Source: an optimization exercise on an open RTL-to-GDS flow (aim: small area, a short achievable clock period and few clock cycles). Production flows keep margins and buffers that such runs may drop.
Function was checked by simulation only, so behaviour that the tests miss may differ from the original.
Power figures rest on the tool's default switching activity, not on a simulated workload.

File: run.sh
#!/bin/bash
# synth_recipe.tcl (not shown) runs the flow's synth.tcl, then flattens the netlist and writes it again
# the make line also repeats each setting of config.mk as NAME=value (left out here)
make -C /OpenROAD-flow-scripts/flow DESIGN_CONFIG=/design/flow/config.mk WORK_HOME=/design/flow/orfs CLKGATE_MAP_FILE= SYNTH_SCRIPT=/design/flow/synth_recipe.tcl finish
File: constraint.sdc
create_clock -name core_clock -period 12.0 [get_ports {clk}]
set_input_delay 2.4000 -clock core_clock [delete_from_list [all_inputs] [get_ports {clk}]]
set_output_delay 2.4000 -clock core_clock [all_outputs]
set_load 0.01 [all_outputs]
File: config.mk
export PLATFORM = sky130hd
export DESIGN_NAME = top
export DESIGN_NICKNAME = top
export VERILOG_FILES = /design/flow/design.v
export SDC_FILE = /design/flow/constraint.sdc
export NUM_CORES = 4
export LEC_CHECK = 0
export CAP_MARGIN = 20
export CORE_MARGIN = 2
export CORE_UTILIZATION = 40
export SLEW_MARGIN = 20
File: design.v
module alu #(
    parameter DATA_WIDTH = 32
)(
    input  logic [DATA_WIDTH-1:0]    aluOp1_i,       
    input  logic [DATA_WIDTH-1:0]    aluOp2_i,       
    input  logic [3:0]               aluCtrl_i,      
    output logic [DATA_WIDTH-1:0]    sum_o,          
    output logic                     eq_o            
);
always_comb 
    case (aluCtrl_i)
        4'b0000: sum_o = aluOp1_i + aluOp2_i;               
        4'b0001: sum_o = aluOp1_i - aluOp2_i;               
        4'b0010: sum_o = aluOp1_i & aluOp2_i;               
        4'b0011: sum_o = aluOp1_i | aluOp2_i;               
        4'b0100: sum_o = aluOp1_i << aluOp2_i[4:0];         
        4'b0101: sum_o = ($signed(aluOp1_i) < $signed(aluOp2_i)) ? {{DATA_WIDTH-1{1'b0}}, 1'b1} : {DATA_WIDTH{1'b0}};   
        4'b0110: sum_o = aluOp1_i >> aluOp2_i[4:0];         
        4'b0111: sum_o = (aluOp1_i < aluOp2_i) ? {{DATA_WIDTH-1{1'b0}}, 1'b1} : {DATA_WIDTH{1'b0}};   
        4'b1000: sum_o = $signed(aluOp1_i) >>> aluOp2_i[4:0];  
        4'b1001: sum_o = aluOp1_i ^ aluOp2_i;               
        default: sum_o = 0;
    endcase    
assign eq_o = (sum_o == 0) ? 1'b1 : 1'b0;            
endmodule
module alu_decoder( 
    input  logic [2:0]    funct3_i,
    input  logic          funct7_i,
    input  logic[1:0]    alu_op,
    input  logic[6:0]     op_i,
    output logic[3:0]     alu_control_o    
    );
 always_comb
    case (alu_op)   
        2'b00: alu_control_o = 4'b0000;   
        2'b01: 
            case(funct3_i[2:1])
            2'b00: alu_control_o = 4'b0001;  
            2'b10: alu_control_o = 4'b0101;  
            default: alu_control_o = 4'b0111;  
            endcase
        2'b10:
            case(funct3_i)
              3'b000:
                if (op_i[5]==1 & funct7_i==1) 
                alu_control_o = 4'b0001;   
                else alu_control_o=4'b0000;   
              3'b010: alu_control_o=4'b0101;   
              3'b011: alu_control_o=4'b0111;   
              3'b110: alu_control_o=4'b0011;   
              3'b111: alu_control_o=4'b0010;   
              3'b001: alu_control_o=4'b0100;  
              3'b101: if(funct7_i == 0) alu_control_o = 4'b0110;  
              else alu_control_o = 4'b1000;  
              3'b100: alu_control_o = 4'b1001;  
              default: alu_control_o = 4'b0000; 
            endcase
        default: alu_control_o = 4'b0000;
    endcase
endmodule
module maindecoder(
    input logic [6:0]   op_i,
    input logic [2:0]   funct3_i,
    input logic     zero,
    input logic     lt,
    output logic[1:0]    result_src,
    output logic    mem_write,
    output logic    alu_src,
    output logic    alu_a_pc,
    output logic[2:0]   imm_src,
    output logic    reg_write,
    output logic[1:0]  alu_op,
    output logic    pc_src,
    output logic    branch,
    output logic[1:0]    jump
);
always_comb
case(op_i)
    default: begin
                reg_write = 1'b0;  
                imm_src = 3'b000;
                alu_src = 1'b0;
                alu_a_pc = 1'b0;
                mem_write = 1'b0;
                result_src = 2'b00;
                branch = 1'b0;
                alu_op = 2'b00;
                jump = 2'b00;
            end
    7'b0000011: begin 
                reg_write = 1'b1;
                imm_src = 3'b000;
                alu_src = 1'b1;
                alu_a_pc = 1'b0;
                mem_write = 1'b0;
                result_src = 2'b01;
                branch = 1'b0;
                alu_op = 2'b00;
                jump = 2'b00;
    end
    7'b0010011: begin 
                reg_write = 1'b1;
                imm_src = 3'b000;
                alu_src = 1'b1;
                alu_a_pc = 1'b0;
                mem_write = 1'b0;
                result_src = 2'b00;
                branch = 1'b0;
                alu_op = 2'b10;
                jump = 2'b00;
    end
    7'b0100011: begin  
                reg_write = 1'b0;
                imm_src = 3'b001;
                alu_src = 1'b1;
                alu_a_pc = 1'b0;
                mem_write = 1'b1;
                result_src = 2'b00;
                branch = 1'b0;
                alu_op = 2'b00;
                jump = 2'b00;
    end 
    7'b0110011: begin  
                reg_write = 1'b1;
                imm_src = 3'b000;
                alu_src = 1'b0;
                alu_a_pc = 1'b0;
                mem_write = 1'b0;
                result_src = 2'b00;
                branch = 1'b0;
                alu_op = 2'b10;
                jump = 2'b00;
    end 
    7'b1100011: begin  
                reg_write = 1'b0;
                imm_src = 3'b010;
                alu_src = 1'b0;
                alu_a_pc = 1'b0;
                mem_write = 1'b0;
                result_src = 2'b00;
                branch = 1'b1;
                alu_op = 2'b01;
                jump = 2'b00;
    end 
    7'b0110111: begin 
                reg_write = 1'b1;
                imm_src = 3'b100;
                alu_src = 1'b1; 
                alu_a_pc = 1'b0;
                mem_write = 1'b0; 
                result_src = 2'b11; 
                branch = 1'b0; 
                alu_op = 2'b00;
                jump = 2'b00;
    end 
    7'b0010111: begin 
                reg_write = 1'b1;
                imm_src = 3'b100;
                alu_src = 1'b1; 
                alu_a_pc = 1'b1;
                mem_write = 1'b0; 
                result_src = 2'b00; 
                branch = 1'b0; 
                alu_op = 2'b00;
                jump = 2'b00;
    end 
    7'b1101111: begin  
                reg_write = 1'b1;
                imm_src = 3'b011;
                alu_src = 1'b0;  
                alu_a_pc = 1'b0;
                mem_write = 1'b0;  
                result_src = 2'b10;  
                branch = 1'b0;  
                alu_op = 2'b00; 
                jump = 2'b01;
    end
    7'b1100111: begin  
                reg_write = 1'b1;
                imm_src = 3'b000;
                alu_src = 1'b1;
                alu_a_pc = 1'b0;
                mem_write = 1'b0;
                result_src = 2'b10; 
                branch = 1'b0;  
                alu_op = 2'b00;
                jump = 2'b10;
    end 
endcase
assign pc_src = branch & (funct3_i[0] ^ (funct3_i[2] ? lt : zero));
endmodule
module controlunit(
    input logic [31:0] instr,
    input logic zero,
    input logic lt,
    output logic [1:0] result_src,
    output logic mem_write,
    output logic alu_src,
    output logic alu_a_pc,
    output logic[2:0] imm_src,
    output logic reg_write,
    output logic  pc_src,
    output logic[3:0]  alu_control_o,
    output logic[1:0]  jump
);
logic [6:0] op_i;
logic [2:0] funct3_i;
logic funct7_i;
assign op_i = instr[6:0];
assign funct3_i = instr[14:12];
assign funct7_i = instr[30];
logic [1:0] alu_op;
logic branch;
maindecoder maindecoder(
    .op_i(op_i),
    .funct3_i(funct3_i),
    .zero(zero),
    .lt(lt),
    .branch(branch),
    .jump(jump),
    .result_src(result_src),
    .mem_write(mem_write),
    .alu_src(alu_src),
    .alu_a_pc(alu_a_pc),
    .imm_src(imm_src),
    .reg_write(reg_write),
    .alu_op(alu_op),
    .pc_src(pc_src)
);
alu_decoder aludecoder
(
    .op_i(op_i),
    .funct3_i(funct3_i),
    .funct7_i(funct7_i),
    .alu_op(alu_op),
    .alu_control_o(alu_control_o)
);
endmodule
module sign_extend #(
    parameter DATA_WIDTH = 32
)(
    input   [DATA_WIDTH-1:7] instr,
    input   [2:0]       imm_src,
    output reg [DATA_WIDTH-1:0] imm_ext 
);
    always_comb begin  
        case (imm_src)
            3'b000 : imm_ext = {{20{instr[31]}}, instr[31:20]};  
            3'b001 : imm_ext = {{20{instr[31]}}, instr[31:25], instr[11:7]};  
            3'b010 : imm_ext = {{20{instr[31]}}, instr[7], instr[30:25], instr[11:8], 1'b0};  
            3'b011 : imm_ext = {{12{instr[31]}}, instr[19:12], instr[20], instr[30:21], 1'b0};  
            3'b100 : imm_ext = {instr[31:12], 12'b0};  
            default : imm_ext = {{20{instr[31]}}, instr[31:20]}; 
        endcase
    end
endmodule 
module reg_file #(
    parameter ADDR_WDTH = 5,
    parameter DATA_WDTH = 32
)(
    input                     clk_i,
    input [ADDR_WDTH - 1 : 0] ad1_i,
    input [ADDR_WDTH - 1 : 0] ad2_i,
    input [ADDR_WDTH - 1 : 0] ad3_i,
    input                     we3_i,
    input [DATA_WDTH - 1 : 0] wd3_i,
    output [DATA_WDTH - 1 : 0]rd1_o,
    output [DATA_WDTH - 1 : 0]rd2_o
);
    logic [DATA_WDTH-1:0] reg_data [32];     
    always_ff @ (posedge clk_i) begin
        if (we3_i) reg_data[ad3_i] <= wd3_i;
    end
    assign rd1_o = (ad1_i != 0) ? reg_data[ad1_i] : {DATA_WDTH{1'b0}};
    assign rd2_o = (ad2_i != 0) ? reg_data[ad2_i] : {DATA_WDTH{1'b0}};
endmodule
module alu_top #(
    parameter ADDR_WIDTH = 5,
    parameter DATA_WIDTH = 32
)(
    input logic                     clk_i,            
    input logic [ADDR_WIDTH-1:0]    rs1_i,            
    input logic [ADDR_WIDTH-1:0]    rs2_i,            
    input logic [ADDR_WIDTH-1:0]    rd_i,             
    input logic                     reg_write_i,      
    input logic [DATA_WIDTH-1:0]    imm_op_i,         
    input logic                     alu_src_i,        
    input logic                     alu_a_pc_i,       
    input logic [3:0]               alu_ctrl_i,       
    input logic [1:0]               result_src_i,     
    input logic [DATA_WIDTH-1:0]    pc_i,             
    input logic [DATA_WIDTH-1:0]    pc_plus4_i,       
    input logic [DATA_WIDTH-1:0]    read_data_i,      
    output logic [DATA_WIDTH-1:0]   alu_result_o,     
    output logic [DATA_WIDTH-1:0]   write_data_o,     
    output logic                    eq_o              
);
logic [DATA_WIDTH-1:0] alu_op1;    
logic [DATA_WIDTH-1:0] alu_op2;    
logic [DATA_WIDTH-1:0] reg_op1;    
logic [DATA_WIDTH-1:0] reg_op2;    
logic [DATA_WIDTH-1:0] result;     
reg_file regfile (
    .clk_i (clk_i),
    .ad1_i (rs1_i),
    .ad2_i (rs2_i),
    .ad3_i (rd_i),
    .we3_i (reg_write_i),  
    .wd3_i (result),  
    .rd1_o (reg_op1),
    .rd2_o (reg_op2)
);
assign alu_op1 = alu_a_pc_i ? pc_i : reg_op1;  
assign alu_op2 = alu_src_i ? imm_op_i : reg_op2;  
assign write_data_o = reg_op2;
alu alu (
    .aluOp1_i (alu_op1),
    .aluOp2_i (alu_op2),
    .aluCtrl_i (alu_ctrl_i),
    .sum_o (alu_result_o),
    .eq_o (eq_o)
);
always_comb
    case (result_src_i)
        2'b00: result = alu_result_o;
        2'b01: result = read_data_i;
        2'b10: result = pc_plus4_i;
        default: result = imm_op_i;
    endcase
endmodule
module pc_reg #(
    parameter PC_WIDTH = 32
)(
    input  logic         clk,
    input  logic         rst,
    input  logic [PC_WIDTH-1:0]  next_pc,
    output logic [PC_WIDTH-1:0]  pc
);
always_ff @ (posedge clk, posedge rst) begin
    if (rst) pc<= {PC_WIDTH{1'b0}};
    else pc<= next_pc;
end
endmodule
module pc_top #(
    parameter PC_WIDTH = 32
)(
    input logic [31:0] imm_op,
    input logic clk,
    input logic rst,
    input logic pc_src,
    input logic [1:0] jump,
    input logic [PC_WIDTH-1:0] jalr_pc,  
    output logic [PC_WIDTH-1:0] pc_plus4,
    output logic [PC_WIDTH-1:0] pc_target,
    output logic [PC_WIDTH-1:0] pc
);
logic [PC_WIDTH-1:0] next_pc;
logic pc_jump;  
assign pc_jump = jump[0] | pc_src;
assign pc_plus4 = pc + 32'h4;
assign pc_target = pc + imm_op;
always_comb begin
    if (jump[1]) next_pc = {jalr_pc[PC_WIDTH-1:1], 1'b0};  
    else begin
        next_pc = pc_jump ? pc_target : pc_plus4 ; 
    end
end
pc_reg pc_reg (
    .next_pc(next_pc),
    .clk(clk),
    .rst(rst),
    .pc(pc)
);
endmodule
module top #(
    parameter ADDR_WIDTH = 5,   
              DATA_WIDTH = 32
)(
    input  logic                  clk,      
    input  logic                  rst,
    output logic [DATA_WIDTH-1:0] imem_addr_o,
    input  logic [DATA_WIDTH-1:0] imem_data_i,
    output logic [DATA_WIDTH-1:0] dmem_addr_o,
    output logic [DATA_WIDTH-1:0] dmem_wdata_o,
    output logic                  dmem_we_o,
    input  logic [DATA_WIDTH-1:0] dmem_rdata_i
);
    logic [ADDR_WIDTH-1:0] rs1; 
    logic [ADDR_WIDTH-1:0] rs2; 
    logic [ADDR_WIDTH-1:0] rd;
    logic reg_write;  
    logic alu_src; 
    logic alu_a_pc;
    logic eq; 
    logic pc_src; 
    logic [1:0] result_src;
    logic mem_write;
    logic [1:0] jump;
    logic [DATA_WIDTH-1:0] alu_out;
    logic [DATA_WIDTH-1:0] write_data;
    logic [3:0] alu_ctrl;
    logic [DATA_WIDTH-1:0] imm_op;
    logic [2:0] imm_src;
    logic [DATA_WIDTH-1:0] pc;
    logic [DATA_WIDTH-1:0] pc_plus4;
    logic [DATA_WIDTH-1:0] pc_target;
    logic [DATA_WIDTH-1:0] instr;
    assign instr = imem_data_i;
    assign imem_addr_o = pc;
    assign rs1 = instr[19:15];
    assign rs2 = instr[24:20];
    assign rd  = instr[11:7];
    assign dmem_addr_o  = alu_out;
    assign dmem_wdata_o = write_data;
    assign dmem_we_o    = mem_write;
    alu_top #(.ADDR_WIDTH(ADDR_WIDTH), .DATA_WIDTH(DATA_WIDTH)) alu_regfile (
        .clk_i(clk),
        .rs1_i(rs1),
        .rs2_i(rs2),
        .rd_i(rd),
        .reg_write_i(reg_write),
        .imm_op_i(imm_op),
        .alu_src_i(alu_src),
        .alu_a_pc_i(alu_a_pc),
        .alu_ctrl_i(alu_ctrl),
        .result_src_i(result_src),
        .pc_i(pc),
        .pc_plus4_i(pc_plus4),
        .read_data_i(dmem_rdata_i),
        .alu_result_o(alu_out),
        .write_data_o(write_data),
        .eq_o(eq)
    );
    controlunit control_unit (
        .instr(instr),
        .zero(eq),
        .lt(alu_out[0]),
        .result_src(result_src),
        .mem_write(mem_write),
        .alu_src(alu_src),
        .alu_a_pc(alu_a_pc),
        .imm_src(imm_src),
        .reg_write(reg_write),
        .pc_src(pc_src),
        .alu_control_o(alu_ctrl),
        .jump(jump)
    );
    sign_extend sign_extend (
        .instr(instr[31:7]),
        .imm_src(imm_src),
        .imm_ext(imm_op)
    );
    pc_top pc_module (
        .imm_op(imm_op),
        .clk(clk),
        .rst(rst),
        .pc_src(pc_src),
        .jump(jump),
        .jalr_pc(alu_out),
        .pc_plus4(pc_plus4),
        .pc_target(pc_target),
        .pc(pc)
    );
endmodule
==> impl_metrics.json <==
{
  "largest_reg_flops": 1024,
  "setup_ws_ns": 0.260,
  "root_buffer": "clkbuf_16",
  "synth-seq-area-share_pct": 51.2,
  "r2r_end": "pc_module.pc_reg.pc[24]",
  "worstSetupPathType": "input pin to output pin",
  "synth_ff_type": "edfxtp_1",
  "yosysTopAreaCell": "edfxtp_1",
  "row_count": 144,
  "nFillCells": 13500,
  "overflow": 0,
  "cts_max_path_buffers": 3,
  "p_per_area_mw_per_mm2": 168,
  "netlist_instances": 4443,
  "firstDrtPassIters": 8,
  "holdPathStages": 2,
  "die_area_sq_mm": 0.157,
  "die_h_um": 397,
  "synth-seq-cells": 1056,
  "clock_latency_ns": 0.77,
  "synth_async_sr_flop_share_pct": 3.03,
  "antenna_found_initial": 11,
  "worst_setup_path_start_kind": "input pin",
  "drv_slew": 0,
  "cts_tree": "yes",
  "syn_avg_cell_area_sq_um": 13.9,
  "finalHoldViolations": 0,
  "ys_types": 106,
  "worstHoldStart": "pc_module.pc_reg.pc[1]",
  "wl_mm": 264,
  "period_share_pct": 97.8,
  "detail_route.vias_per_cell": 6.81,
  "synthSimpleGateAreaFrac_pct": 6.63,
  "final-setup-viol-count": 0,
  "status": "complete, no violations",
  "cts.htree.levels": 3,
  "path_cells": "buf_8 > buf_12 > mux4_2 > nor2b_1 > a211oi_1 > o41ai_2 > buf_4 > fa_1 > a211oi_1 > buf_4 > o21ai_0 > a31oi_1 > o21bai_1 > a31oi_2 > o21ai_0 > a311oi_1 > o21bai_1 > a31o_2 > a211o_1 > a2111oi_0 > nand3b_1 > clkdlybuf4s50_1",
  "synth_compound_area_share_pct": 12.3,
  "yosys-mux-area-fraction_pct": 22.7,
  "hold_path_end": "pc_module.pc_reg.pc[1]",
  "design_area_sq_mm": 0.0713,
  "postRouteAntennaNets": 0,
  "maxCapViolCount": 0,
  "slew-limit-headroom_pct": 20.2,
  "met2_usage_pct": 50.9,
  "r2r-start": "alu_regfile.regfile.reg_data[19][6]",
  "crit_buf_inv": 5,
  "drtIter0Drc": 6629,
  "placed_area_sq_mm": 0.0677,
  "use_met1_pct": 42.9,
  "synth_area_sq_mm": 0.0617,
  "synth_most_common_cell": "edfxtp_1",
  "required_ns": 9.60,
  "critPathSlowestCell": "clkdlybuf4s50_1",
  "fin_skew_ns": 0.0522,
  "crit_family": "compound AO/OA/AOI/OAI gates",
  "netlist_top_cells_count": "edfxtp_1 (1024), mux4_2 (489), nand2_1 (258)",
  "ir_drop_mv": 0.120,
  "synth-adder-area-share_pct": 2.76,
  "fmax_ghz": 0.0852,
  "drive_above_1_share_pct": 25.3,
  "synth_top_family_by_area": "multiplexers",
  "io_pins": 163,
  "area_delta_synth_final_pct": 15.7,
  "finalPower_mw": 12.0,
  "grtUsageTotal_pct": 33.0,
  "dp_slack_ns": 0.197,
  "fp.dieW_um": 397,
  "gr-max-usage-layer": "met2",
  "fin_crit_ns": 11.74,
  "wl_per_cell_um": 38.4,
  "fin_nets": 4926,
  "cp_slowest_stage_delay_ns": 0.57,
  "place_congestion": 1.02,
  "path_clk_slew_ns": 0.07,
  "tightest_slew_ns": 1.18,
  "io_buffers": 162,
  "r2r_setup_slack_ns": 2.89,
  "holdBufCountCts": 0,
  "leakage_nw": 24.4,
  "worst_ep_arrival_time_ns": 9.34,
  "end_kind": "output pin",
  "grt_pass1_wl_mm": 362,
  "synthXorXnorAreaFrac_pct": 0.866,
  "holdWs_ns": 0.743,
  "dp_hpwl_mm": 178,
  "r2r_cells": 30,
  "numCtsBuffers": 107,
  "core-area_sq_mm": 0.154,
  "vias": 46800,
  "hold_class": "flop to flop",
  "synth_edf_count": 1024,
  "grt_pass1_vias": 45400,
  "drc": 0,
  "rsz0062_at_grt": "false",
  "yosys_warnings": 8,
  "cts_num_sinks": 1056,
  "grt_max_degree": 95,
  "met3_usage_pct": 8.68,
  "path_max_fanout": 34,
  "synthTopCellsByArea": "edfxtp_1 (50%), mux4_2 (18%), mux2i_1 (3.7%)",
  "synth_nets": 4643,
  "initial_core_util_pct": 40.2,
  "synth_top_area_share_pct": 49.9
}
-- worst reg2reg max path: cells and delay by family (launching register included) --
kind	cells	cell delay (ns)
AOI/OAI and AO/OA	7	2.41
adders and majority gates	1	0.33
buffers and inverters	8	1.42
DFF	1	0.38
muxes	4	1.63
and+or+nand+nor	10	2.81
-- metrics by stage --
| stage | utilization (%) | setup TNS, ns | std cells |
|---|---|---|---|
| 6_report | 46.5 | 0 | 6864 |
| 5_1_grt | 46.5 | 0 | 6861 |
| 4_1_cts | 46.4 | 0 | 6860 |
| 3_5_place_dp | 44.1 | 0 | 6661 |
| 3_3_place_gp | 44.1 | -0.343 | 6660 |
| 2_1_floorplan | - | 0 | 4443 |
-- what timing repair did --
action,in CTS,in global routing
setup buffers,0,0
gates resized for setup,0,4
hold endpoints to repair,0,0
setup endpoints to repair,0,5
-- area by class of cell --
| type | count | area, sq um | area share (%) |
|---|---|---|---|
| diodes | 4 | 10.0 | 0.0140 |
| clock inverters | 71 | 781 | 1.09 |
| inverters | 162 | 609 | 0.854 |
| multi-input cells | 2893 | 28500 | 40.0 |
| flip-flops and latches | 1056 | 31600 | 44.2 |
| well taps | 2044 | 2560 | 3.58 |
| clock buffers | 128 | 2820 | 3.95 |
| repair buffers | 506 | 4510 | 6.32 |
-- how the worst max path moves through the flow --
stage                         start                 endpoint  slack, ns  depth (start not counted)
floorplan           imem_data_i[20]          dmem_addr_o[31]       0.62                         27
global placement    imem_data_i[20]  pc_module.pc_reg.pc[24]      -0.12                         32
detailed placement  imem_data_i[20]  pc_module.pc_reg.pc[24]       0.20                         32
CTS                 imem_data_i[20]          dmem_addr_o[20]       0.21                         23
global route        imem_data_i[15]           dmem_addr_o[0]       0.01                         22
finish              imem_data_i[15]           dmem_addr_o[0]       0.26                         22
-- cells by family (layout without fill, tap and decap cells) --
group                      after synthesis  count (layout)
DFF                                   1056            1056
AOI/OAI and AO/OA                     1054            1054
and+or+nand+nor                        865             865
muxes                                  779             779
buffers and inverters                  494             867
adders and majority gates              134             134
xor gates and xnor gates                61              61
other                                    0               4
-- where the power goes --
group          leakage, nW  total (mW)  internal (mW)  switching [mW]
clock                 1.74        3.47           1.97            1.50
combinational         13.1        3.77           1.33            2.44
sequential            9.54        4.75           4.55           0.193
total                 24.4        12.0           7.85            4.14
-- layout by cell type (no fill, tap or decap), types with 35 or more instances in the layout --
master,synthesis,final
ha_1,131,131
mux2i_1,228,226
a211o_1,46,46
buf_4,15,321
a211oi_1,72,72
nor2_1,249,207
a22oi_1,83,83
nor2_4,0,35
o221ai_1,63,63
clkdlybuf4s50_1,0,153
nor3_1,74,73
o21ai_0,127,124
nand3_1,66,66
a21oi_1,217,187
mux4_2,489,489
a22o_1,64,64
o22ai_1,41,41
edfxtp_1,1024,1024
inv_1,148,147
clkbuf_16,0,110
mux2_2,55,55
nand2_1,258,257
-- routing by layer --
layer | part of all wire [%] | vias to the layer above
li1 | - | 18700
met1 | 37 | 24200
met2 | 45 | 3199
met3 | 11 | 672
met4 | 6.0 | 4
met5 | 0.013 | -
Testbench counts, summed over its fixed seeds: cycles 23,777.

-- afterwards: timing with drivers on the ports --
Ports are ideal in the flow. The routed layout listed here was re-timed in OpenROAD.
Step 1 sets driving cells, clkbuf_16 on the clock port and buf_2 on the other inputs (assumed; they add their load-dependent delay and slew).
Step 2 also shifts input and output timing later by t, the mid clock arrival at the registers, as if the neighbouring blocks saw the same clock.
a / b / c = ideal ports / drivers / drivers and shift; a / b = the first two.
shift t [ns]: 0.829
setup WS [ns]: 0.260 / 0.143 / 0.084
worst hold slack (ns): 0.743 / 0.743 / 0.743
worst setup path after step 2: input to register
pins driven straight from the clock port: 1
After both steps setup and hold are still met in this run. The setup slack of this run moves by -0.117 ns with the drivers and by -0.176 ns with both steps.
